From an optimization exercise on the open Yosys and OpenROAD flow, aimed at small area; shortcuts taken in it are not production practice. At most, simulation tests tie the RTL to the original design; equivalence was not proved. Power figures rest on the tool's default switching activity, not on a simulated workload.

Setup of 05-06:
## alu32_top
module alu32_top(
    input  wire        clk,
    input  wire [31:0] a,
    input  wire [31:0] b,
    input  wire [2:0]  op_code,
    output reg  [32:0] result,
    output reg         zero_flag,
    output reg         control_flag
    );
Size in the first run: roughly 390 cells after synthesis, about 100 I/O pins, ~4300 µm² of cells after synthesis.
export LEC_CHECK = 0
export CAP_MARGIN = 20
export CORE_MARGIN = 2
export CORE_UTILIZATION = 40
export GPL_TIMING_DRIVEN = 0
export SLEW_MARGIN = 20
export SYNTH_HIERARCHICAL = 1
export SYNTH_MINIMUM_KEEP_SIZE = 0
create_clock -name core_clock -period 5.0 [get_ports {clk}]
standard.sh (not shown) runs the stock make flow with config.mk's settings and CLKGATE_MAP_FILE= SYNTH_SCRIPT=/design/flow/synth_recipe.tcl, a recipe that flattens the netlist after the stock synthesis.
==> flow/flow/run.sh <==
#!/bin/bash
# Standard ORFS layout with these changes: the port buffers use the smallest buffer cell;
# every combinational cell is put at its smallest drive strength after floorplanning (the
# repair steps then size up only what timing needs); clock tree synthesis adds no dummy
# loads; power recovery downsizes non-critical cells after global routing.
set -euo pipefail
W=$(pwd)
bash standard.sh BUFFER_PORTS_ARGS="-buffer_cell sky130_fd_sc_hd__buf_1" \
  POST_FLOORPLAN_TCL="$W/flow/downsize.tcl" \
  CTS_ARGS="-sink_clustering_enable -repair_clock_nets -dont_use_dummy_load" \
  RECOVER_POWER=100 finish > make_finish.log 2>&1
==> flow/flow/downsize.tcl <==
# POST_FLOORPLAN hook: put every combinational cell at the smallest drive strength of its
# family; the later repair steps size up what timing needs.
set n 0
foreach inst [[ord::get_db_block] getInsts] {
  set m [$inst getMaster]
  set name [$m getName]
  if {![regexp {^(sky130_fd_sc_hd__[a-z0-9]+)_([0-9]+)$} $name -> base sz]} { continue }
  if {[string match {*df*} $base] || [string match {*clk*} $base] || [string match {*tap*} $base]
      || [string match {*conb*} $base] || [string match {*dl*} $base]} { continue }
  set best ""
  set best_a 1e9
  foreach lc [get_lib_cells ${base}_*] {
    set ln [get_name $lc]
    if {![regexp "^${base}_\[0-9\]+\$" $ln]} { continue }
    if {[get_property $lc dont_use]} { continue }
    set a [get_property $lc area]
    if {$a < $best_a} { set best_a $a; set best $ln }
  }
  if {$best ne "" && $best ne $name} {
    $inst swapMaster [[ord::get_db] findMaster $best]
    incr n
  }
}
puts "downsize: replaced $n cells"
The layout from 05-06, despite a flow that completed every stage, fails the layout checks, with the failing checks listed as max-capacitance violations, max-slew violations.
## Diff of input files: 01-08 against 05-06
Settings: GPL_TIMING_DRIVEN no longer set, was 0.
- Relative to 05-06, the total detailed-routing wirelength measured on 01-08 has decreased slightly.
- [01-08] wire length of the first global-routing pass fell 320 µm relative to 05-06
- Power dissipated in sequential cells across 05-06 and 01-08: no real change.
- ~same number of clock sinks in 05-06 and 01-08
- Comparing 01-08 with 05-06, the cell area after placement came out essentially unchanged.
- 01-08 completed; timing, DRC and antenna clean
- Summary of 01-08 over 05-06: share of final-layout standard cells stronger than drive strength 1 went down; clock power share now sits lower; utilization after layout decreased by 0.52 points relative to the old numbers.

## beta
alu32_top, a different RTL version from the one above (not shown whole).
Size: ~370 cells after synthesis, ~100 flip-flops, ~100 I/O pins, roughly 4300 µm² of cells after synthesis.
==> flow/config.mk <==
export PLATFORM = sky130hd
export DESIGN_NAME = alu32_top
export DESIGN_NICKNAME = alu32_top
export VERILOG_FILES = /design/flow/design.v
export SDC_FILE = /design/flow/constraint.sdc
export NUM_CORES = 4
export LEC_CHECK = 0
export CAP_MARGIN = 20
export CORE_MARGIN = 2
export CORE_UTILIZATION = 40
export GPL_TIMING_DRIVEN = 0
export SLEW_MARGIN = 20
export SYNTH_HIERARCHICAL = 1
export SYNTH_MINIMUM_KEEP_SIZE = 0
==> flow/constraint.sdc <==
create_clock -name core_clock -period 5.0 [get_ports {clk}]
set_input_delay 1.0000 -clock core_clock [delete_from_list [all_inputs] [get_ports {clk}]]
set_output_delay 1.0000 -clock core_clock [all_outputs]
set_load 0.01 [all_outputs]
Scripts as last shown in full above: flow/flow/run.sh, flow/flow/downsize.tcl
beta ended with every stage complete and zero timing, DRC or antenna violations.
#### Input delta (gamma over beta)
==> flow/flow/run.sh <==
#!/bin/bash
# Standard ORFS layout with three changes: the port buffers use the smallest buffer cell,
# every combinational cell is put at its smallest drive strength after floorplanning (the
# repair steps then size up only what timing needs), and power recovery downsizes
# non-critical cells after global routing.
set -euo pipefail
W=$(pwd)
bash standard.sh BUFFER_PORTS_ARGS="-buffer_cell sky130_fd_sc_hd__buf_1" \
  POST_FLOORPLAN_TCL="$W/flow/downsize.tcl" RECOVER_POWER=100 finish > make_finish.log 2>&1
-- flow/config.mk --
<<< beta, line 10
export CORE_UTILIZATION = 40
export GPL_TIMING_DRIVEN = 0
export SLEW_MARGIN = 20
>>> gamma, line 10
export CORE_UTILIZATION = 40
export SLEW_MARGIN = 20
==> notes.md <==
From gamma to beta, die area did not move at all.
Where setup slack is concerned, beta is outperformed by gamma.
gamma ended up with a higher total via count in the routed design than beta did.
Per the comparison of gamma with beta, net count of the mapped netlist now sits at about the same level, first-iteration DRC count now sits higher, cell-internal power now sits higher.
Any difference in required arrival time at the worst endpoint between beta and gamma is small enough to ignore.
Non-clock buffer count in the final layout sits higher in gamma than in beta.
When gamma is measured against beta, its number of global-route vias before repair turns out 47 higher.
No run of this note included a check of the RTL's function; only the layout flow was run.

== P ==
Another version of the RTL of alu32_top (not shown whole).
Size: roughly 390 cells after synthesis, about 100 I/O pins, roughly 4200 um2 of cells after synthesis.
==> flow/config.mk <==
export PLATFORM = sky130hd
export DESIGN_NAME = alu32_top
export DESIGN_NICKNAME = alu32_top
export VERILOG_FILES = /design/flow/design.v
export SDC_FILE = /design/flow/constraint.sdc
export NUM_CORES = 4
export LEC_CHECK = 0
export CAP_MARGIN = 20
export CORE_MARGIN = 2
export CORE_UTILIZATION = 40
export GPL_TIMING_DRIVEN = 0
export SLEW_MARGIN = 20
export SYNTH_HIERARCHICAL = 1
export SYNTH_MINIMUM_KEEP_SIZE = 0
==> flow/constraint.sdc <==
create_clock -name core_clock -period 5.0 [get_ports {clk}]
set_input_delay 1.0000 -clock core_clock [delete_from_list [all_inputs] [get_ports {clk}]]
set_output_delay 1.0000 -clock core_clock [all_outputs]
set_load 0.01 [all_outputs]
==> flow/flow/run.sh <==
#!/bin/bash
# Standard ORFS layout with these changes: the port buffers use the smallest buffer cell;
# every combinational cell is put at its smallest drive strength after floorplanning (the
# repair steps then size up only what timing needs); clock tree synthesis adds no dummy
# loads; power recovery downsizes non-critical cells after global routing.
set -euo pipefail
W=$(pwd)
bash standard.sh BUFFER_PORTS_ARGS="-buffer_cell sky130_fd_sc_hd__buf_1" \
  POST_FLOORPLAN_TCL="$W/flow/downsize.tcl" \
  CTS_ARGS="-sink_clustering_enable -repair_clock_nets -dont_use_dummy_load" \
  RECOVER_POWER=100 finish > make_finish.log 2>&1
Scripts as last shown in full above: flow/flow/downsize.tcl
## Diff of input files: Q against P
--- a/flow/config.mk
+++ b/flow/config.mk
@@ -10,3 +10,2 @@
 export CORE_UTILIZATION = 40
-export GPL_TIMING_DRIVEN = 0
 export SLEW_MARGIN = 20
Notes after the runs:
Routed wire in Q totals more than in P. Q improves on P in design area. Share of the core filled with cells, Q and P, higher one = P. Changes observed in Q relative to P: clock skew did not really move, global-route usage went up, multi-input combinational cell area went down, fraction of power consumed by the clock network went down. In terms of mean cell area of the mapped netlist, Q and P differ only marginally. Side by side, worst path setup slack after routing turned out higher in Q than in P. Going from P to Q, detailed placement HPWL grew by a few percent.
No functional check of the RTL was part of any run of this note.

## afterwards: timing with drivers on the ports
No port has a modelled driver above. Below, the same layouts with a new extraction and two added sets of constraints.
Step 1, drivers: a clkbuf_16 drives clk and a buf_2 each remaining input, both assumed.
Step 2 adds t to the input delays and takes it off the output delays; t is the mean of the earliest and latest rising clock arrival at the registers after step 1. Input paths then give back, and output paths get back, about the clock's delay inside the block.
a / b / c = ideal / step 1 / step 2; a / b = the first two.
| run | t (ns) | setup slack, ns | hold WS [ns] | worst register clock-pin slew, ns | pins driven straight from the clock port |
|---|---|---|---|---|---|
| 05-06 | 0.390 | 0.438 / 0.438 / 0.438 | 0.668 / 0.668 / 0.668 | 0.09 / 0.09 | 1 |
| 01-08 | 0.398 | 0.456 / 0.456 / 0.456 | 0.678 / 0.678 / 0.678 | 0.09 / 0.09 | 1 |
| beta | 0.402 | 0.143 / 0.143 / 0.143 | 0.693 / 0.693 / 0.693 | 0.09 / 0.09 | 1 |
| gamma | 0.395 | 0.337 / 0.337 / 0.337 | 0.687 / 0.687 / 0.687 | 0.09 / 0.09 | 1 |
| P | 0.378 | 0.220 / 0.220 / 0.220 | 0.687 / 0.687 / 0.687 | 0.09 / 0.09 | 1 |
| Q | 0.383 | 0.409 / 0.409 / 0.409 | 0.694 / 0.694 / 0.694 | 0.09 / 0.09 | 1 |
